Context: an optimization exercise on an open-source flow, tuned for small area. The choices shown serve that exercise and are no tape-out recipe. Only simulation tests tie the RTL to the original design; equivalence was not proved. Power is estimated from default activity; no workload was simulated.

===== flow/flow/run.sh =====
#!/bin/bash
# Own layout flow: the standard flow (standard.sh) with two changes:
# synthesis maps with an area-oriented ABC script (flow/abc.script), and the
# port buffers that global placement inserts on every input and output are
# sky130_fd_sc_hd__buf_1.  Every other step is the standard one.
set -euo pipefail
W=$(pwd)
sed "s|SYNTH_SCRIPT=[^ ]*|SYNTH_SCRIPT=$W/flow/synth.tcl|" standard.sh > own_standard.sh
grep -q "SYNTH_SCRIPT=$W/flow/synth.tcl" own_standard.sh
export FLOW_ABC_SCRIPT=$W/flow/abc.script
export BUFFER_PORTS_ARGS="-buffer_cell sky130_fd_sc_hd__buf_1"
bash own_standard.sh > flow_make.log 2>&1

===== flow/flow/abc.script =====
strash
&get -n
&deepsyn -T 60
&dch -f
&nf -a
&put
mfs3 -ae

===== flow/flow/synth.tcl =====
# The standard synthesis script (synth_recipe.tcl), with two changes: every
# ABC call uses the area-oriented script named by FLOW_ABC_SCRIPT instead of
# ORFS's, which upsizes and buffers for a 10 ps delay target; and the
# half/full adder extraction is skipped, so ABC maps that logic too.
# Registers are untouched by both, so their number, names and cells stay the
# standard ones.
proc synth {args} { yosys synth -nofsm -noshare {*}$args }
proc abc {args} {
  set i [lsearch -exact $args -script]
  if {$i >= 0} { lset args [expr {$i + 1}] $::env(FLOW_ABC_SCRIPT) }
  yosys abc {*}$args
}
proc extract_fa {args} { puts "extract_fa skipped" }
source $::env(SCRIPTS_DIR)/synth.tcl
# left out here: clear keep_hierarchy, flatten, clean up, hide names made inside functions, write 1_2_yosys.v

===== flow/standard.sh =====
#!/bin/bash
# synth_recipe.tcl (not shown) runs the flow's synth.tcl, then flattens the netlist and writes it again
# the make line also repeats each setting of config.mk as NAME=value (left out here)
make -C /OpenROAD-flow-scripts/flow DESIGN_CONFIG=/design/flow/config.mk WORK_HOME=/design/flow/orfs CLKGATE_MAP_FILE= SYNTH_SCRIPT=/design/flow/synth_recipe.tcl "${@:-finish}"

===== flow/config.mk =====
export PLATFORM = sky130hd
export DESIGN_NAME = game
export DESIGN_NICKNAME = game
export VERILOG_FILES = /design/flow/design.v
export SDC_FILE = /design/flow/constraint.sdc
export NUM_CORES = 4
export LEC_CHECK = 0
export ABC_AREA = 1
export CAP_MARGIN = 20
export CORE_MARGIN = 2
export CORE_UTILIZATION = 40
export CTS_BUF_LIST = sky130_fd_sc_hd__clkbuf_8
export CTS_CLUSTER_DIAMETER = 80
export CTS_CLUSTER_SIZE = 16
export SLEW_MARGIN = 20

===== flow/constraint.sdc =====
create_clock -name core_clock -period 10.0 [get_ports {CLK}]
set_input_delay 2.0000 -clock core_clock [delete_from_list [all_inputs] [get_ports {CLK}]]
set_output_delay 2.0000 -clock core_clock [all_outputs]
set_load 0.01 [all_outputs]

===== flow/design.v =====
module debounce #(
    parameter N = 19,
    parameter [N-1:0] TAPS = 19'b000_0000_0000_0001_0011
    )
    (
    input wire clk,
    input wire rst,
    input wire i_btn,
    output reg o_state,
    output wire o_ondn,
    output wire o_onup
    );
    reg sync_0, sync_1;
    always @(posedge clk) sync_0 <= rst ? 1'b0 : i_btn;
    always @(posedge clk) sync_1 <= rst ? 1'b0 : sync_0;
    reg [N-1:0] stage;
    wire [N-1:0] INV;
    genvar g;
    generate for (g = 0; g < N; g = g + 1) begin : pol
        assign INV[g] = g % 2;
    end endgenerate
    wire [N-1:0] counter = stage ^ INV;
    wire idle = (o_state == sync_1);
    wire clr  = rst | idle;
    wire low0 = ~|counter[N-2:0];
    wire max  = counter[N-1] & low0;
    wire fb   = counter[N-1] ^ (^(counter & TAPS)) ^ low0;
    wire [N-1:0] next = {counter[N-2:0], fb} & {N{~clr}};
    always @(posedge clk)
        stage <= next ^ INV;
    always @(posedge clk)
    if (rst)
        o_state <= 1'b0;
    else if (!idle && max)
        o_state <= ~o_state;
    assign o_ondn = ~idle & max & ~o_state;
    assign o_onup = ~idle & max & o_state;
endmodule
module rocket
#(
    parameter [7:0] K_DOWN = 8'h1B,
    parameter [7:0] K_UP   = 8'h1D,
    parameter [7:0] K_STOP = 8'h1C,
    parameter [7:0] IH = 225           
    )
    (
    input wire i_clk,
    input wire rst,
    input wire hold,           
    input wire strobe,         
    input wire moved,          
    input wire [7:0] keycode,
    output reg [7:0] h
    );
    reg [1:0] movement;
    wire lo_ok  = ~lt12(h, 12'd40);
    wire hi_ok  = ~lt12(12'd242, h);
    function automatic lt12(input [11:0] a, input [11:0] b);
        integer i; reg r;
        begin
            r = 1'b0;
            for (i = 0; i < 12; i = i + 1)
                r = (~a[i] & b[i]) | (~(a[i] & ~b[i]) & r);
            lt12 = r;
        end
    endfunction
    function automatic [7:0] step5(input [7:0] a, input up);
        integer i; reg k; reg [7:0] z, c;
        begin
            z = a ^ {8{~up}};
            c = 8'd5;
            k = 1'b0;
            for (i = 0; i < 8; i = i + 1) begin
                step5[i] = a[i] ^ c[i] ^ k;
                k = (z[i] & c[i]) | (k & (z[i] | c[i]));
            end
        end
    endfunction
    always @(posedge i_clk)
    if (rst)
    begin
        h <= IH;
        movement <= 0;
    end
    else
    begin
        if (hold)
            h <= IH;
        if (strobe) begin
            if (keycode == K_DOWN)
                movement <= 1;
            else if (keycode == K_UP & lo_ok)
                movement <= 2;
            else if (keycode == K_STOP & lo_ok)
                movement <= 0;
        end
        if (moved) begin
            if (movement == 1 && hi_ok)
                h <= step5(h, 1'b1);
            else if (movement == 2 && lo_ok)
                h <= step5(h, 1'b0);
        end
    end
endmodule
module ball #(
    parameter KIND = 0,
    parameter IX = 300,
    parameter IY = 380,
    parameter XW = 12          
    )
    (
    input wire i_clk,
    input wire rst,
    input wire toggle,         
    input wire mode_nz,        
    input wire animate,
    input wire com,            
    input wire par,            
    input wire [7:0] p1lo,     
    input wire [7:0] p1hi,     
    input wire p1neg,          
    input wire [7:0] p2lo,
    input wire [7:0] p2hi,
    input wire p2neg,
    output reg [XW-1:0] x,
    output reg [8:0] y,
    output reg endgame,
    output wire [8:0] livesA,  
    output wire [8:0] livesB   
    );
    function automatic lt12(input [11:0] a, input [11:0] b);
        integer i; reg r;
        begin
            r = 1'b0;
            for (i = 0; i < 12; i = i + 1)
                r = (~a[i] & b[i]) | (~(a[i] & ~b[i]) & r);
            lt12 = r;
        end
    endfunction
    function automatic [11:0] step12(input [11:0] a, input [1:0] c, input up);
        integer i; reg k; reg [11:0] z, cc;
        begin
            z = a ^ {12{~up}};
            cc = {10'd0, c};
            k = 1'b0;
            for (i = 0; i < 12; i = i + 1) begin
                step12[i] = a[i] ^ cc[i] ^ k;
                k = (z[i] & cc[i]) | (k & (z[i] | cc[i]));
            end
        end
    endfunction
    reg [2:0] LA, LB;
    assign livesA = {{6{LA[2] & LA[1]}}, LA};
    assign livesB = {{6{LB[2] & LB[1]}}, LB};
    wire [2:0] LAm1 = {LA[2] ^ ~(LA[1] | LA[0]), LA[1] ^ ~LA[0], ~LA[0]};
    wire [2:0] LBm1 = {LB[2] ^ ~(LB[1] | LB[0]), LB[1] ^ ~LB[0], ~LB[0]};
    wire LAis1 = LA == 3'd1;
    wire LBis1 = LB == 3'd1;
    reg x_dir, y_dir;
    reg [1:0] incx, incy;
    wire [1:0] incx1 = {incx[1] ^ incx[0], ~incx[0]};
    wire [1:0] incy1 = {incy[1] ^ incy[0], ~incy[0]};
    wire [11:0] X = x;
    wire [11:0] Y = y;
    wire [11:0] YH = y[8:1];
    wire hy1 = (p1neg | ~lt12(YH, p1lo)) & ~lt12({p1hi, 1'b0}, Y);
    wire hy2 = (p2neg | ~lt12(YH, p2lo)) & ~lt12({p2hi, 1'b0}, Y);
    wire hit1 = ~lt12(X, 12'd10) & ~lt12(12'd31, X) & hy1;         
    wire hit2 = ~lt12(X, 12'd611) & ~lt12(12'd4085, X) & hy2;      
    wire x_up, y_up;
    wire x_st, x_dn, y_st, y_dn;
    debounce detecty(.clk(i_clk), .rst(rst), .i_btn(y_dir), .o_state(y_st), .o_ondn(y_dn), .o_onup(y_up));
    debounce detectx(.clk(i_clk), .rst(rst), .i_btn(x_dir), .o_state(x_st), .o_ondn(x_dn), .o_onup(x_up));
    wire edgeL = (KIND == 2) ? lt12(X, 12'd342) : lt12(X, 12'd12);
    wire edgeR = (KIND == 1) ? ~lt12(X, 12'd299) : ~lt12(X, 12'd629);
    always @(posedge i_clk)
    if (rst)
    begin
        endgame <= 0;
        LA <= 5;
        LB <= 5;
        x <= IX;
        y <= IY;
        x_dir <= 0;
        y_dir <= 0;
        incx <= 1;
        incy <= 1;
    end
    else
    begin
        if (edgeL && toggle)
        begin
            if (KIND == 2)
                x_dir <= 1;
            else
            begin
                if (KIND == 0) begin
                    LB <= LBm1;
                    if (LBis1) endgame <= 1;
                end else begin
                    LA <= LAm1;
                    if (LAis1) endgame <= 1;
                end
                x <= IX;
                y <= IY;
                x_dir <= ~par;
                y_dir <= 0;
                incx <= 1;
                incy <= 1;
            end
        end
        if (edgeR && toggle)
        begin
            if (KIND == 1)
                x_dir <= 0;
            else
            begin
                LA <= LAm1;
                if (LAis1) endgame <= 1;
                x <= IX;
                y <= IY;
                x_dir <= ~par;
                y_dir <= 0;
                incx <= 1;
                incy <= 1;
            end
        end
        if (x_up & incx != 3)
            incx <= incx1;
        if (y_up & incy != 3) begin
            incy <= incy1;
            if (com & incx != 3)
                incx <= incx1;
        end
        if (!mode_nz) begin
            x <= IX;
            y <= IY;
            x_dir <= ~par;
            y_dir <= 0;
            incx <= 1;
            incy <= 1;
        end
        if (animate && !endgame && mode_nz && (KIND == 0 || toggle))
        begin
            x <= step12(X, incx, x_dir);
            y <= step12(Y, incy, y_dir);
            if (lt12(Y, 12'd12))
                y_dir <= 1;
            if (~lt12(Y, 12'd469))
                y_dir <= 0;
            if (KIND != 2 && hit1)
                x_dir <= 1;
            if (KIND != 1 && hit2)
                x_dir <= 0;
        end
    end
endmodule
`timescale 1ns / 1ps
module game(
    input wire [1:0] mode,
    input wire CLK,  
    input wire rst,  
    input wire [7:0] keycode,  
    input wire switch,
    input wire animate,  
    input wire [9:0] x,  
    input wire [8:0] y,  
    output reg [3:0] VGA_R,  
    output reg [3:0] VGA_G,  
    output reg [3:0] VGA_B,  
    output wire [2:0] endgame,  
    output wire [8:0] lives1,lives2
    );
    function automatic lt12(input [11:0] a, input [11:0] b);
        integer i; reg r;
        begin
            r = 1'b0;
            for (i = 0; i < 12; i = i + 1)
                r = (~a[i] & b[i]) | (~(a[i] & ~b[i]) & r);
            lt12 = r;
        end
    endfunction
    function automatic [11:0] addsub12(input [11:0] a, input [11:0] c, input up);
        integer i; reg k; reg [11:0] z;
        begin
            z = a ^ {12{~up}};
            k = 1'b0;
            for (i = 0; i < 12; i = i + 1) begin
                addsub12[i] = a[i] ^ c[i] ^ k;
                k = (z[i] & c[i]) | (k & (z[i] | c[i]));
            end
        end
    endfunction
    wire mode_nz = |mode;
    reg par;
    always @(posedge CLK) par <= rst ? 1'b0 : ~par;
    wire hold = endgame[0] | ~mode_nz;
    wire strobe = animate & ~hold;
    reg moved;
    always @(posedge CLK) moved <= rst ? 1'b0 : strobe;
    wire [7:0] h1, h2;       
    rocket #(.K_DOWN(8'h1B), .K_UP(8'h1D), .K_STOP(8'h1C)) R1(
        .i_clk(CLK), .rst(rst), .hold(hold), .strobe(strobe), .moved(moved),
        .keycode(keycode), .h(h1));
    rocket #(.K_DOWN(8'h72), .K_UP(8'h75), .K_STOP(8'h6B)) R2(
        .i_clk(CLK), .rst(rst), .hold(hold), .strobe(strobe), .moved(moved),
        .keycode(keycode), .h(h2));
    wire [11:0] p1lo = addsub12(h1, 12'd40, 1'b0), p1hi = h1;
    wire [11:0] p2lo = addsub12(h2, 12'd40, 1'b0), p2hi = h2;
    wire p1neg = lt12(h1, 12'd40), p2neg = lt12(h2, 12'd40);
    wire com = keycode[1] | keycode[0];
    wire [11:0] b0x, b1x;
    wire [9:0] b2x;
    wire [8:0] b0y, b1y, b2y;
    wire [8:0] l1A, l2A, unusedB1, unusedB2;
    ball #(.KIND(0), .IX(300), .XW(12)) b0(
        .i_clk(CLK), .rst(rst), .toggle(~switch), .mode_nz(mode_nz), .animate(animate),
        .com(com), .par(par), .p1lo(p1lo[7:0]), .p1hi(p1hi[7:0]), .p1neg(p1neg),
        .p2lo(p2lo[7:0]), .p2hi(p2hi[7:0]), .p2neg(p2neg),
        .x(b0x), .y(b0y), .endgame(endgame[0]), .livesA(lives1), .livesB(lives2));
    ball #(.KIND(1), .IX(300), .XW(12)) b1(
        .i_clk(CLK), .rst(rst), .toggle(switch), .mode_nz(mode_nz), .animate(animate),
        .com(com), .par(par), .p1lo(p1lo[7:0]), .p1hi(p1hi[7:0]), .p1neg(p1neg),
        .p2lo(p2lo[7:0]), .p2hi(p2hi[7:0]), .p2neg(p2neg),
        .x(b1x), .y(b1y), .endgame(endgame[1]), .livesA(l1A), .livesB(unusedB1));
    ball #(.KIND(2), .IX(340), .XW(10)) b2(
        .i_clk(CLK), .rst(rst), .toggle(switch), .mode_nz(mode_nz), .animate(animate),
        .com(com), .par(par), .p1lo(p1lo[7:0]), .p1hi(p1hi[7:0]), .p1neg(p1neg),
        .p2lo(p2lo[7:0]), .p2hi(p2hi[7:0]), .p2neg(p2neg),
        .x(b2x), .y(b2y), .endgame(endgame[2]), .livesA(l2A), .livesB(unusedB2));
    wire [11:0] PX = x, PY = y;
    wire [11:0] pxp9 = addsub12(PX, 12'd9, 1'b1), pxm9 = addsub12(PX, 12'd9, 1'b0);
    wire [11:0] pyp9 = addsub12(PY, 12'd9, 1'b1), pym9 = addsub12(PY, 12'd9, 1'b0);
    wire px_lt9 = lt12(PX, 12'd9), py_lt9 = lt12(PY, 12'd9);
    function automatic ball_at(input [11:0] bx, input [11:0] by,
                               input [11:0] xp, input [11:0] xm, input xlt,
                               input [11:0] yp, input [11:0] ym, input ylt);
        ball_at = ~lt12(bx, 12'd10) & ~lt12(xp, bx) & (xlt | ~lt12(bx, xm)) &
                  ~lt12(by, 12'd10) & ~lt12(yp, by) & (ylt | ~lt12(by, ym));
    endfunction
    wire [11:0] pya = addsub12(PY, 12'd69, 1'b1) >> 1;    
    wire [11:0] pyb = addsub12(PY, 12'd12, 1'b1) >> 1;    
    wire pad1_y = ~lt12(pya, h1) & ~lt12(h1, pyb);
    wire pad2_y = ~lt12(pya, h2) & ~lt12(h2, pyb);
    wire [11:0] bax = switch ? b1x : b0x;
    wire [8:0]  bay = switch ? b1y : b0y;
    wire sq_ae = ball_at(bax, bay, pxp9, pxm9, px_lt9, pyp9, pym9, py_lt9);
    wire sq_b = ~lt12(PX, 12'd1) & lt12(PX, 12'd20) & pad1_y;
    wire sq_c = ~lt12(PX, 12'd621) & lt12(PX, 12'd640) & pad2_y;
    wire sq_d = ~lt12(PX, 12'd311) & lt12(PX, 12'd330) & ~lt12(PY, 12'd1) & lt12(PY, 12'd480);
    wire sq_f = ball_at(b2x, b2y, pxp9, pxm9, px_lt9, pyp9, pym9, py_lt9) & switch;
    wire draw = sq_ae | sq_b | sq_c | (sq_d & switch) | sq_f;
    always @(posedge CLK)
    if (rst)
        {VGA_R, VGA_G, VGA_B} <= 12'd0;
    else
    begin
        VGA_R <= {4{draw & (mode == 2'b00)}};
        VGA_G <= {4{draw & (mode == 2'b01)}};
        VGA_B <= {4{draw & (mode == 2'b10)}};
    end
endmodule

==> results.toml, run 1 <==
[outcome]
status = "finished clean"

[worst_setup_path]
path_cells = "buf_1 > a31o_1 > nand2_1 > xor2_1 > a21oi_1 > nor2_1 > nor2b_1 > mux2i_1 > o31a_1 > or4_1 > a211oi_1 > a221oi_1 > nor4b_1"
critPathMaxStageDelay_ps = 510
critPathTopFamily = "simple AND/OR/NAND/NOR gates"
critPathMaxFanout = 17
required_ps = 10410
cp.buffers_inverters = 1
end_kind = "flip-flop"
start_kind = "primary input"
critPathArrivalTime_ps = 5360
crit_slowest_cell = "or4_1"
crit_type = "in2reg"

[floorplan]
core_area_um2 = 31600
ios = 66
dieHeight_um = 183
die-area_um2 = 33500
start_util = 0.406
die_w_um = 183
fp-row-count = 65

[layout]
drive_gt1_frac = 0.0194
instances_no_fill = 2099
utilization = 0.437
nNetsFinal = 1726
mostFrequentLayoutCells = "251 x dfxtp_1, 204 x nor2_1, 201 x nand2_1, 117 x o21ai_0, 115 x a21oi_1"
fillCellCount = 3251
syn_to_final_growth_pct = 7.62
final_common_cell = "dfxtp_1"
antennaDiodeCount = 0

[sta]
setup_viol = 0
setup-tns-final_ps = 0
fmax_ghz = 0.202
drv_slew = 0
hold_viol = 0
rsz0062_at_grt = "false"
worst_slew_pin_slew_ps = 977
timing.slew.headroom = 0.342
holdWs_ps = 379
fin_ws_ps = 5050
post-route-period-util = 0.495
finClkSkew_ps = 41.0
finalCriticalPeriod_ps = 4950

[clock_network]
root_buffer = "clkbuf_8"
clk_latency_ps = 550
ctsHoldBuffers = 0
cts_max_level = 1
post_cts_resized = 0
cts_tree = "done"
cts_made_buffers = 21
cts.sinks = 251
path_clk_slew_ps = 100
clockBufferDepth = 3
cts_setup_buffers = 0

[synthesis]
ys.flop_type = "dfxtp_1"
synth_nets = 1655
netlist_instances = 1622
synth-seq-cells = 251
syn-cell-area_um2 = 12800
yosysTopAreaCell = "dfxtp_1"
yosysUniqueCellTypes = 61
syn_area_per_cell_um2 = 7.90
synth_area_leaders = "dfxtp_1 39%, nor2_1 6.0%, nand2_1 5.9%"
synth_warnings = 7
synth-edff-count = 0
yosysTopAreaCellShare = 0.392
async_reset_ff_frac = 0
ys_seq_area_frac = 0.392

[power_and_ir_drop]
powerDensity_nw_per_um2 = 132
ir_drop_mv = 0.0631
leakagePower_nw = 4.74

[global_routing]
grt_max_degree = 39
gr-usage-all-layers = 0.207
grt_overflow = 0
grt_pass1_vias = 10770
antenna_found_initial = 0
grt_pass1_wl_um = 57200

[placement]
port_buffers = 65
gp_congestion = 0.935
hpwl_um = 26300
dp_cells = 2072
place_ws_ps = 4650

[routing]
via_per_inst = 5.73
drt-total-wl_um = 35400
drt-initial-drc-count = 939
drtAntennaViolNets = 0
drc = 0
firstDrtPassIters = 5
routed-via-count = 12037
wl_per_cell_um = 16.9

[worst_hold_path]
hold_path_class = "reg2reg"

[run]
timing.max_cap.violations = 0
## per-layer routing
layer / wire, um / global-route usage
met1: 17100 / 0.299
met2: 15600 / 0.326
met3: 1870 / 0.0268
met4: 829 / 0.0570
met5: 0 / 0
## power by group
group          internal (mW)  switching, mW  leakage [nW]  total [mW]
Sequential              1.01         0.0332          2.03        1.05
Combinational         0.0850          0.138          2.53       0.223
Clock                  0.209          0.347         0.182       0.556
## logic make-up after synthesis
| group | Yosys count | synth area share |
|---|---|---|
| mux | 25 | 0.0196 |
| simple gates | 709 | 0.261 |
| flops | 251 | 0.392 |
| fa+ha+maj | 2 | 0.00156 |
| xor+xnor | 122 | 0.0833 |
| compound gates | 428 | 0.211 |
| buf+inv | 85 | 0.0313 |
## synthesized netlist by cell type (3+ instances only)
master     number
dfxtp_1       251
nor2_1        204
nand2_1       201
o21ai_0       117
a21oi_1       115
xnor2_1        80
nor3_1         64
clkinv_1       63
nand3_1        46
xor2_1         42
nor2b_1        33
nand2b_1       30
mux2i_1        24
nand4_1        23
a211oi_1       22
buf_4          22
o22ai_1        21
nor4_1         20
a31oi_1        18
and3_1         17
or3_1          16
o211ai_1       14
or2_0          11
or4_1          11
a22oi_1        10
and2_0         10
a2111oi_0       9
a21o_1          8
a221oi_1        8
o21a_1          8
o31ai_1         8
a22o_1          7
nand3b_1        7
o221ai_1        7
a211o_1         6
a32o_1          6
o2111ai_1       6
o32ai_1         6
a32oi_1         5
nor4b_1         5
a31o_1          4
nand4b_1        4
nor3b_1         4
a21boi_0        3
a2bb2oi_1       3
## registers in the layout, indices dropped and copies added (netlist names), 8 cells and up
name / flops
b1.detecty.stage: 19
R1.h: 8
b1.x: 12
b1.detectx.stage: 19
b0.detectx.stage: 19
b0.y: 9
b2.x: 10
b2.detecty.stage: 19
b0.x: 12
b0.detecty.stage: 19
b1.y: 9
b2.detectx.stage: 19
b2.y: 9
R2.h: 8
## path summary, 6_finish.rpt
kind                            slack (ps)  cells past startpoint                 start                    to
worst max-delay path                  5050                     13                  y[2]              VGA_B[0]
worst min-delay path                   380                      1  b2.detectx.stage[16]  b2.detectx.stage[17]
worst max register to register        6320                     11               b0.y[2]              VGA_B[0]
worst min register to register         380                      1  b2.detectx.stage[16]  b2.detectx.stage[17]
## cell type report
| class | count | area, um^2 | share of cell area |
|---|---|---|---|
| inverter | 63 | 236 | 0.0171 |
| sequential | 251 | 5020 | 0.364 |
| tap | 402 | 503 | 0.0365 |
| clock buffer | 22 | 303 | 0.0219 |
| timing repair buffer | 70 | 284 | 0.0206 |
| multi-input combinational | 1286 | 7390 | 0.536 |
| clock inverter | 5 | 52.6 | 0.00381 |
## worst reg2reg max path, cell delays in order (launching register included)
cell	delay, ps
dfxtp_1	510
clkinv_1	270
o21ai_0	630
clkinv_1	280
a22oi_1	240
nand3_1	100
a32oi_1	250
a211oi_1	100
o21a_1	230
a2111oi_0	410
a221oi_1	220
nor4b_1	320
## metrics by stage
step | power [mW] | area (um^2)
after floorplan | 1.21 | 12800
final | 1.83 | 13800
after CTS | 1.84 | 13800
after global routing | 1.91 | 13800
after global placement | 1.29 | 13400
after detailed placement | 1.29 | 13400
==> run 2: changes to the inputs <==
--- a/flow/design.v
+++ b/flow/design.v
@@ -342,4 +342,4 @@
     wire [11:0] pyb = addsub12(PY, 12'd12, 1'b1) >> 1;    
-    wire pad1_y = ~lt12(pya, h1) & ~lt12(h1, pyb);
-    wire pad2_y = ~lt12(pya, h2) & ~lt12(h2, pyb);
+    wire [7:0] hp = x[9] ? h2 : h1;
+    wire pad_y = ~lt12(pya, hp) & ~lt12(hp, pyb);
     wire [11:0] bax = switch ? b1x : b0x;
@@ -347,7 +347,6 @@
     wire sq_ae = ball_at(bax, bay, pxp9, pxm9, px_lt9, pyp9, pym9, py_lt9);
-    wire sq_b = ~lt12(PX, 12'd1) & lt12(PX, 12'd20) & pad1_y;
-    wire sq_c = ~lt12(PX, 12'd621) & lt12(PX, 12'd640) & pad2_y;
+    wire sq_bc = ((~lt12(PX, 12'd1) & lt12(PX, 12'd20)) | (~lt12(PX, 12'd621) & lt12(PX, 12'd640))) & pad_y;
     wire sq_d = ~lt12(PX, 12'd311) & lt12(PX, 12'd330) & ~lt12(PY, 12'd1) & lt12(PY, 12'd480);
     wire sq_f = ball_at(b2x, b2y, pxp9, pxm9, px_lt9, pyp9, pym9, py_lt9) & switch;
-    wire draw = sq_ae | sq_b | sq_c | (sq_d & switch) | sq_f;
+    wire draw = sq_ae | sq_bc | (sq_d & switch) | sq_f;
     always @(posedge CLK)
--- a/flow/config.mk
+++ b/flow/config.mk
@@ -11,5 +11,5 @@
 export CORE_UTILIZATION = 40
-export CTS_BUF_LIST = sky130_fd_sc_hd__clkbuf_8
-export CTS_CLUSTER_DIAMETER = 80
-export CTS_CLUSTER_SIZE = 16
+export CTS_BUF_LIST = sky130_fd_sc_hd__clkbuf_4
+export CTS_CLUSTER_DIAMETER = 50
+export CTS_CLUSTER_SIZE = 8
 export SLEW_MARGIN = 20
==> run 2 against run 1 <==
Effect of this change: combinational power fell by 5%; clock power rose by 7.4%; synthesized cell count fell by 1.6%; non-clock buffer count fell by 4; clock skew rose by 33 ps; via count fell by 2.6%; worst setup slack got worse by 51 ps; sequential power barely moved; first-iteration DRC count rose by 3.5%; sequential share of layout area rose by 0.66 points; critical path type unchanged; critical endpoint is now VGA_R[0].
==> results.toml, run 2 <==
[outcome]
status = "finished clean"

[worst_hold_path]
whs_path_depth = 1
hold_path_class = "reg2reg"
min_to = "b0.detecty.stage[17]"
holdCritStartpoint = "b0.detecty.stage[16]"

[worst_setup_path]
start_kind = "primary input"
r2r_start = "b0.x[7]"
critPathArrivalTime_ps = 5470
r2r-end = "b0.y[8]"
required_ps = 10470
crit_type = "in2reg"
critPathMaxFanout = 13
reg2reg_depth = 9
end_kind = "flip-flop"
rrSetupSlack_ps = 6510

[power_and_ir_drop]
power.internal_mw = 1.34
power.switching_mw = 0.519
powerDensity_nw_per_um2 = 137
p_seq_frac = 0.564
ir_drop_mv = 0.0779
switching_share = 0.280
leakagePower_nw = 4.74
pwr-share-comb = 0.114
p_clk_frac = 0.322

[clock_network]
post_cts_resized = 0
cts_setup_buffers = 0
cts_tree = "done"
clk_latency_ps = 710
ctsHoldBuffers = 0
cts.sinks = 251
path_clk_slew_ps = 90
clockBufferDepth = 3
root_buffer = "clkbuf_4"
cts_made_buffers = 38
cts_max_level = 2

[synthesis]
syn-cell-area_um2 = 12600
synth_xor_area_frac = 0.0704
ys.flop_type = "dfxtp_1"
synth-compound-area-share = 0.210
synthTopCellsByCount = "251 x dfxtp_1, 223 x nand2_1, 197 x nor2_1"
yosysUniqueCellTypes = 63
synth-edff-count = 0
muxShareOfSynthArea = 0.0285
netlist_instances = 1596
synth-seq-cells = 251
synth_nets = 1629
synth_warnings = 7
synth-simple-area-share = 0.264
synth.most_common_cell = "dfxtp_1"
yosys.area_share.adder = 0.00159
yosysTopAreaCellShare = 0.400
syn_area_per_cell_um2 = 7.88
ys_seq_area_frac = 0.400
synth_top_family_by_area = "simple AND/OR/NAND/NOR gates"
synth_area_leaders = "dfxtp_1 40%, nand2_1 6.7%, nor2_1 5.9%"
yosysTopAreaCell = "dfxtp_1"
async_reset_ff_frac = 0

[sta]
fmax_ghz = 0.200
timing.slew.headroom = 0.321
setup-tns-final_ps = 0
rsz0062_at_grt = "false"
post-route-period-util = 0.500
finClkSkew_ps = 74.1
worst_slew_pin_slew_ps = 1010
drv_slew = 0
finalCriticalPeriod_ps = 5000
setup_viol = 0
hold_viol = 0

[placement]
hpwl_um = 24600
placed_area_um2 = 13200
port_buffers = 65
gp_congestion = 0.893

[routing]
via_per_inst = 5.62
drt-total-wl_um = 33600
routed-via-count = 11728
wl_per_cell_um = 16.1
firstDrtPassIters = 5
drtAntennaViolNets = 0
drt-initial-drc-count = 972
drc = 0

[floorplan]
dieHeight_um = 181
ios = 66
core_area_um2 = 30700
die_w_um = 181
die-area_um2 = 32900
start_util = 0.409
fp-row-count = 64

[global_routing]
gr-usage-all-layers = 0.201
grt_pass1_wl_um = 54500
antenna_found_initial = 1
grt_overflow = 0
grt_pass1_vias = 10505
grt_max_degree = 61

[run]
timing.max_cap.violations = 0

[layout]
nNetsFinal = 1713
final_common_cell = "dfxtp_1"
fillCellCount = 3164
mostFrequentLayoutCells = "251 x dfxtp_1, 223 x nand2_1, 197 x nor2_1, 133 x a21oi_1, 125 x o21ai_0"
syn_to_final_growth_pct = 7.78
drive_gt1_frac = 0.0284
design_area_um2 = 13600
## run 2: metal layers
metal | vias to the layer above | global-route usage | part of all wire
met5 | - | 0 | 0
met4 | 0 | 0.0533 | 0.022
met3 | 63 | 0.0318 | 0.052
met2 | 297 | 0.315 | 0.43
met1 | 5450 | 0.286 | 0.50
li1 | 5918 | - | -
## run 2: area by class of cell
cell class / count / area [um^2] / share of cell area
Clock buffer: 41 / 308 / 0.0227
Tap cell: 396 / 495 / 0.0366
Multi-Input combinational cell: 1278 / 7220 / 0.533
Clock inverter: 7 / 80.1 / 0.00591
Sequential cell: 251 / 5020 / 0.371
Antenna cell: 1 / 2.50 / 0.000185
Inverter: 45 / 169 / 0.0125
Timing Repair Buffer: 66 / 254 / 0.0187
## run 2: power groups by stage
| stage | clock network [mW] | logic [mW] | registers (mW) |
|---|---|---|---|
| 2_1_floorplan | 0 | 0.146 | 1.06 |
| 3_3_place_gp | 0 | 0.205 | 1.07 |
| 3_5_place_dp | 0 | 0.208 | 1.07 |
| 4_1_cts | 0.618 | 0.209 | 1.05 |
| 5_1_grt | 0.659 | 0.236 | 1.05 |
| 6_report | 0.597 | 0.212 | 1.05 |
## run 2: metrics by stage
step                      hold WS [ps]  cells  worst slack, ps   util  total power [mW]
after detailed placement           363   2036             4410  0.428              1.28
final                              381   2085             5000  0.441              1.86
after CTS                          387   2084             5130  0.440              1.87
after global routing               399   2085             4820  0.441              1.95
after global placement             361   2036             4520  0.428              1.28
after floorplan                    352   1596             5790      -              1.20
## run 2: worst max-delay path by stage
stage / endpoint / slack, ps / from
after floorplan: VGA_R[0] / 5790 / x[0]
after global placement: VGA_R[0] / 4520 / switch
after detailed placement: VGA_R[0] / 4410 / switch
after CTS: VGA_R[0] / 5130 / x[2]
after global routing: VGA_R[0] / 4820 / x[2]
final: VGA_R[0] / 5000 / x[2]
## run 2: critical path: stages
cell and delay, ps:
buf_1 400, and3_1 310, or2_0 380, nand2_1 140, xor2_1 370, nand2_1 90
nor4_1 310, o31ai_1 110, nor4b_1 240, o21ai_0 270, a2111oi_0 850
## run 2: cells by family after synthesis
logic type / count (synthesis)
xor gates and xnor gates: 101
and+or+nand+nor: 708
buffers and inverters: 67
AOI/OAI and AO/OA: 432
DFF: 251
muxes: 35
adders and majority gates: 2
==> run 3: changes to the inputs <==
--- a/flow/config.mk
+++ b/flow/config.mk
@@ -11,5 +11,5 @@
 export CORE_UTILIZATION = 40
-export CTS_BUF_LIST = sky130_fd_sc_hd__clkbuf_4
-export CTS_CLUSTER_DIAMETER = 50
-export CTS_CLUSTER_SIZE = 8
+export CTS_BUF_LIST = sky130_fd_sc_hd__clkbuf_4 sky130_fd_sc_hd__clkbuf_8
+export CTS_CLUSTER_DIAMETER = 60
+export CTS_CLUSTER_SIZE = 12
 export SLEW_MARGIN = 20
==> run 3 against run 2 <==
Effect of this change: worst setup slack worse by 24 ps; sequential cell count is the same; sequential power is essentially flat; synthesized cell count unchanged; global-route usage fell by 0.31 points.
==> results.toml, run 3 <==
[placement]
hpwl_um = 24600
port_buffers = 65
dp_cells = 2036
place_ws_ps = 4410
gp_congestion = 0.893

[clock_network]
cts.sinks = 251
clockBufferDepth = 3
cts_tree = "done"
clk_latency_ps = 590
path_clk_slew_ps = 80
cts_made_buffers = 28
post_cts_resized = 0
ctsHoldBuffers = 0
cts_setup_buffers = 0
cts_max_level = 1
root_buffer = "clkbuf_8"

[worst_hold_path]
holdCritStartpoint = "b0.detecty.stage[16]"
whs_path_depth = 1
hold_path_class = "reg2reg"
min_to = "b0.detecty.stage[17]"

[routing]
drc = 0
drt-initial-drc-count = 932
drt-total-wl_um = 33300
via_per_inst = 5.61
wl_per_cell_um = 16.1
firstDrtPassIters = 5
routed-via-count = 11645
drtAntennaViolNets = 0

[worst_setup_path]
start_kind = "primary input"
critPathMaxFanout = 15
critPathArrivalTime_ps = 5450
rrSetupSlack_ps = 6550
reg2reg_depth = 8
crit_type = "in2reg"
end_kind = "flip-flop"
required_ps = 10420
r2r-end = "b0.x[11]"
r2r_start = "b0.x[7]"

[layout]
instances_no_fill = 2074
syn_to_final_growth_pct = 8.41
multi_input_area_um2 = 7220
antennaDiodeCount = 0
mostFrequentLayoutCells = "251 x dfxtp_1, 223 x nand2_1, 197 x nor2_1, 133 x a21oi_1, 125 x o21ai_0"
nNetsFinal = 1703
fillCellCount = 3141
drive_gt1_frac = 0.0250
final_common_cell = "dfxtp_1"
ff_latch_area_um2 = 5020

[sta]
holdWs_ps = 379
timing.slew.headroom = 0.319
worst_slew_pin_slew_ps = 1020
hold_viol = 0
post-route-period-util = 0.503
fin_ws_ps = 4970
drv_slew = 0
setup_viol = 0
setup-tns-final_ps = 0
finClkSkew_ps = 17.9
finalCriticalPeriod_ps = 5030
fmax_ghz = 0.199
rsz0062_at_grt = "false"

[floorplan]
dieHeight_um = 181
die-area_um2 = 32900
fp-row-count = 64
die_w_um = 181
core_area_um2 = 30700
start_util = 0.409
ios = 66

[power_and_ir_drop]
powerDensity_nw_per_um2 = 139
ir_drop_mv = 0.0916
leakagePower_nw = 4.75
power.total_mw = 1.90

[global_routing]
gr-usage-all-layers = 0.198
grt_pass1_vias = 10418
grt_overflow = 0
grt_max_degree = 61
antenna_found_initial = 0
grt_pass1_wl_um = 54000

[synthesis]
yosysTopAreaCellShare = 0.400
synth-seq-cells = 251
yosysUniqueCellTypes = 63
synth_warnings = 7
synth-edff-count = 0
yosysTopAreaCell = "dfxtp_1"
synth_area_leaders = "dfxtp_1 40%, nand2_1 6.7%, nor2_1 5.9%"
synth.most_common_cell = "dfxtp_1"
ys.flop_type = "dfxtp_1"
async_reset_ff_frac = 0
syn-cell-area_um2 = 12600
ys_seq_area_frac = 0.400
syn_area_per_cell_um2 = 7.88
synthTopCellsByCount = "251 x dfxtp_1, 223 x nand2_1, 197 x nor2_1"
synth_nets = 1629
netlist_instances = 1596

[outcome]
status = "finished clean"

[run]
timing.max_cap.violations = 0
[run 3: cell count changes in the layout (fill, tap and decap cells not counted), moves of 2 or more]
| cell | previous run | this run |
|---|---|---|
| clkinvlp_4 | 0 | 3 |
| bufinv_16 | 2 | 0 |
| inv_6 | 0 | 3 |
| clkinv_1 | 49 | 45 |
| clkbuf_8 | 0 | 28 |
| clkbuf_4 | 41 | 0 |
[run 3: worst max path at each step]
stage / startpoint / end / slack, ps / cells past startpoint
floorplan: x[0] / VGA_R[0] / 5790 / 10
global placement: switch / VGA_R[0] / 4520 / 10
detailed placement: switch / VGA_R[0] / 4410 / 10
CTS: x[2] / VGA_R[0] / 5070 / 11
global route: x[2] / VGA_R[0] / 4750 / 11
finish: x[9] / VGA_R[0] / 4970 / 10
[run 3: power breakdown]
part | internal (mW) | switching [mW] | leakage (nW) | total [mW]
registers | 1.01 | 0.0339 | 2.03 | 1.05
logic | 0.0796 | 0.132 | 2.48 | 0.212
clock network | 0.265 | 0.372 | 0.234 | 0.636
[run 3: per-layer routing]
metal  GRT usage  share of wire  vias up
met4      0.0465          0.023        0
met2       0.314           0.43      300
met3      0.0236          0.046       52
li1            -              -     5884
met5           0              0        -
met1       0.285           0.50     5409
[run 3: critical path, cell delays in order]
cell and delay [ps]:
buf_1 740, mux2i_1 470, o21ai_0 150, a221oi_1 440, nand2_1 110, o22ai_1 140, a21oi_1 130, nor4_1 310
a41oi_1 150, a2111oi_0 800
[run 3: area by class of cell]
| class | count | area share |
|---|---|---|
| Timing Repair Buffer | 66 | 0.0186 |
| Clock inverter | 10 | 0.00615 |
| Sequential cell | 251 | 0.369 |
| Inverter | 45 | 0.0124 |
| Tap cell | 396 | 0.0364 |
| Multi-Input combinational cell | 1278 | 0.530 |
| Clock buffer | 28 | 0.0283 |
[run 3: kinds of logic after synthesis]
kind of cell / share of synthesized area
AO/OA/AOI/OAI: 0.210
multiplexers: 0.0285
XOR/XNOR: 0.0704
buffers and inverters: 0.0266
AND/OR/NAND/NOR: 0.264
adder cells (fa/ha/maj): 0.00159
flip-flops: 0.400
[run 3: metrics by stage]
| stage | area (um^2) | util |
|---|---|---|
| after global routing | 13600 | 0.443 |
| after CTS | 13600 | 0.443 |
| after detailed placement | 13200 | 0.428 |
| after floorplan | 12600 | - |
| after global placement | 13200 | 0.428 |
| final | 13600 | 0.443 |
==> run 4: changes to the inputs <==
--- a/flow/config.mk
+++ b/flow/config.mk
@@ -11,5 +11,5 @@
 export CORE_UTILIZATION = 40
-export CTS_BUF_LIST = sky130_fd_sc_hd__clkbuf_4 sky130_fd_sc_hd__clkbuf_8
-export CTS_CLUSTER_DIAMETER = 60
-export CTS_CLUSTER_SIZE = 12
+export CTS_BUF_LIST = sky130_fd_sc_hd__clkbuf_16
+export CTS_CLUSTER_DIAMETER = 120
+export CTS_CLUSTER_SIZE = 28
 export SLEW_MARGIN = 20
==> run 4 against run 3 <==
Effect of this change: still clean on timing, DRC and antenna; sequential share of layout area up 0.28 points; non-clock buffer count did not move; wire length is 0.50% lower; die area stayed put; sequential cell count did not move; core utilization shrank 0.33 points; total power decreased by 2.5%; cell count fell by 1.0%; synthesized cell count stayed put; critical path type unchanged; critical endpoint unchanged; highest routed layer unchanged.
==> results.toml, run 4 <==
[worst_setup_path]
start_kind = "primary input"
crit_type = "in2reg"
end_kind = "flip-flop"
required_ps = 10330
critPathMaxFanout = 15
critPathArrivalTime_ps = 5470

[synthesis]
synth-compound-area-share = 0.210
yosysTopAreaCellShare = 0.400
async_reset_ff_frac = 0
ys_seq_area_frac = 0.400
yosys.area_share.adder = 0.00159
synth-seq-cells = 251
synth_area_leaders = "dfxtp_1 40%, nand2_1 6.7%, nor2_1 5.9%"
synth_top_family_by_area = "simple AND/OR/NAND/NOR gates"
synth-edff-count = 0
synthTopCellsByCount = "251 x dfxtp_1, 223 x nand2_1, 197 x nor2_1"
synth_xor_area_frac = 0.0704
yosysTopAreaCell = "dfxtp_1"
synth-simple-area-share = 0.264
synth_nets = 1629
yosysUniqueCellTypes = 63
ys.flop_type = "dfxtp_1"
syn-cell-area_um2 = 12600
syn_area_per_cell_um2 = 7.88
synth.most_common_cell = "dfxtp_1"
netlist_instances = 1596
muxShareOfSynthArea = 0.0285
synth_warnings = 7

[outcome]
status = "finished clean"

[power_and_ir_drop]
switching_share = 0.275
power.internal_mw = 1.34
leakagePower_nw = 4.70
p_seq_frac = 0.567
powerDensity_nw_per_um2 = 137
power.switching_mw = 0.507
p_clk_frac = 0.318
pwr-share-comb = 0.115
ir_drop_mv = 0.0825

[global_routing]
antenna_found_initial = 0
grt_overflow = 0
gr-usage-all-layers = 0.197
grt_pass1_wl_um = 53700
grt_pass1_vias = 10257
grt_max_degree = 61

[floorplan]
ios = 66
dieHeight_um = 181
die_w_um = 181
die-area_um2 = 32900
start_util = 0.409
core_area_um2 = 30700
fp-row-count = 64

[layout]
antennaDiodeCount = 0
nNetsFinal = 1688
syn_to_final_growth_pct = 7.60
mostFrequentLayoutCells = "251 x dfxtp_1, 223 x nand2_1, 197 x nor2_1, 133 x a21oi_1, 125 x o21ai_0"
design_area_um2 = 13500
final_common_cell = "dfxtp_1"
drive_gt1_frac = 0.0127
utilization = 0.440

[placement]
hpwl_um = 24600
port_buffers = 65
placed_area_um2 = 13200
gp_congestion = 0.893

[sta]
post-route-period-util = 0.514
setup_viol = 0
finClkSkew_ps = 31.5
rsz0062_at_grt = "false"
setup-tns-final_ps = 0
finalCriticalPeriod_ps = 5140
drv_slew = 0
timing.slew.headroom = 0.297
hold_viol = 0
fmax_ghz = 0.195
worst_slew_pin_slew_ps = 1050

[clock_network]
cts.sinks = 251
cts_setup_buffers = 0
path_clk_slew_ps = 100
ctsHoldBuffers = 0
root_buffer = "clkbuf_16"
post_cts_resized = 0
clk_latency_ps = 510
cts_tree = "done"
clockBufferDepth = 3
cts_made_buffers = 13
cts_max_level = 1

[worst_hold_path]
hold_path_class = "reg2reg"

[routing]
routed-via-count = 11587
drc = 0
drtAntennaViolNets = 0
drt-total-wl_um = 33100
wl_per_cell_um = 16.1
firstDrtPassIters = 5
drt-initial-drc-count = 1075
via_per_inst = 5.64

[run]
timing.max_cap.violations = 0
## run 4: cell counts after synthesis
Identical to the previous run, type by type.
## run 4: worst paths after layout
check                       startpoint                   end  slack, ps  cells past startpoint
hold reg to reg   b0.detecty.stage[16]  b0.detecty.stage[17]        390                      1
hold / removal    b0.detecty.stage[16]  b0.detecty.stage[17]        390                      1
setup reg to reg               b0.x[7]              b0.x[11]       6510                      8
setup / recovery                  x[9]              VGA_R[0]       4860                     10
## run 4: kinds of logic (layout without fill, tap and decap cells)
group | Yosys count | in the layout
AO/OA/AOI/OAI | 432 | 432
multiplexers | 35 | 35
XOR/XNOR | 101 | 101
adder cells (fa/ha/maj) | 2 | 2
AND/OR/NAND/NOR | 708 | 708
flip-flops | 251 | 251
buffers and inverters | 67 | 128
## run 4: layout make-up
cell class	count	area (um^2)
Sequential cell	251	5020
Multi-Input combinational cell	1278	7220
Timing Repair Buffer	66	254
Tap cell	396	495
Fill cell	3152	17200
Clock buffer	13	325
Inverter	45	169
Clock inverter	4	42.5
## run 4: per-stage QoR
stage               hold WS [ps]  std cells  total power, mW  setup WS (ps)
floorplan                    352       1596             1.20           5790
global placement             361       2036             1.28           4520
detailed placement           363       2036             1.28           4410
CTS                          392       2053             1.87           4960
global route                 404       2053             1.93           4640
finish                       387       2053             1.85           4860
## run 4: worst max-delay path, stage by stage
cell       delay, ps
buf_1            760
mux2i_1          470
o21ai_0          150
a221oi_1         440
nand2_1          110
o22ai_1          140
a21oi_1          130
nor4_1           310
a41oi_1          150
a2111oi_0        800
## run 4: power groups by stage
stage	clock, mW	combinational (mW)	sequential (mW)
after floorplan	0	0.146	1.06
after global placement	0	0.205	1.07
after detailed placement	0	0.208	1.07
after CTS	0.611	0.209	1.05
after global routing	0.646	0.236	1.05
final	0.588	0.212	1.05
## run 4: routing by layer
| layer | part of all wire | routed length, um | GRT usage |
|---|---|---|---|
| met3 | 0.043 | 1440 | 0.0191 |
| met5 | 0 | 0 | 0 |
| met1 | 0.51 | 16800 | 0.288 |
| met2 | 0.43 | 14300 | 0.313 |
| met4 | 0.020 | 652 | 0.0452 |

[afterwards: timing with drivers on the ports]
Ports are ideal in the flow. The routed layouts listed here were re-timed in OpenROAD.
Step 1 assumes that a clkbuf_16 drives the clock port and a buf_2 every other input.
Step 2 times the ports against the registers' clock, not the clock port: input delays grow and output delays shrink by t, the midpoint of the rising clock arrivals with the driver on.
Slacks: no drivers / after step 1 / after step 2; pairs: no drivers / after step 1.
run | t (ns) | slack for setup (ns) | hold slack, ns | worst setup path at the end | worst slew at a driven data input, ns
run 1 | 0.583 | 5.048 / 5.074 / 4.490 | 0.379 / 0.379 / 0.379 | input to register | 0.08
run 2 | 0.713 | 4.997 / 4.995 / 4.282 | 0.381 / 0.381 / 0.381 | input to register | 0.05
run 3 | 0.632 | 4.973 / 4.992 / 4.360 | 0.379 / 0.379 / 0.379 | input to register | 0.05
run 4 | 0.548 | 4.860 / 4.883 / 4.335 | 0.387 / 0.387 / 0.387 | input to register | 0.05
After both steps setup and hold are still met in every run listed. For run 2, which loses most, drivers alone change the setup slack by -0.002 ns; drivers and shift together by -0.715 ns.
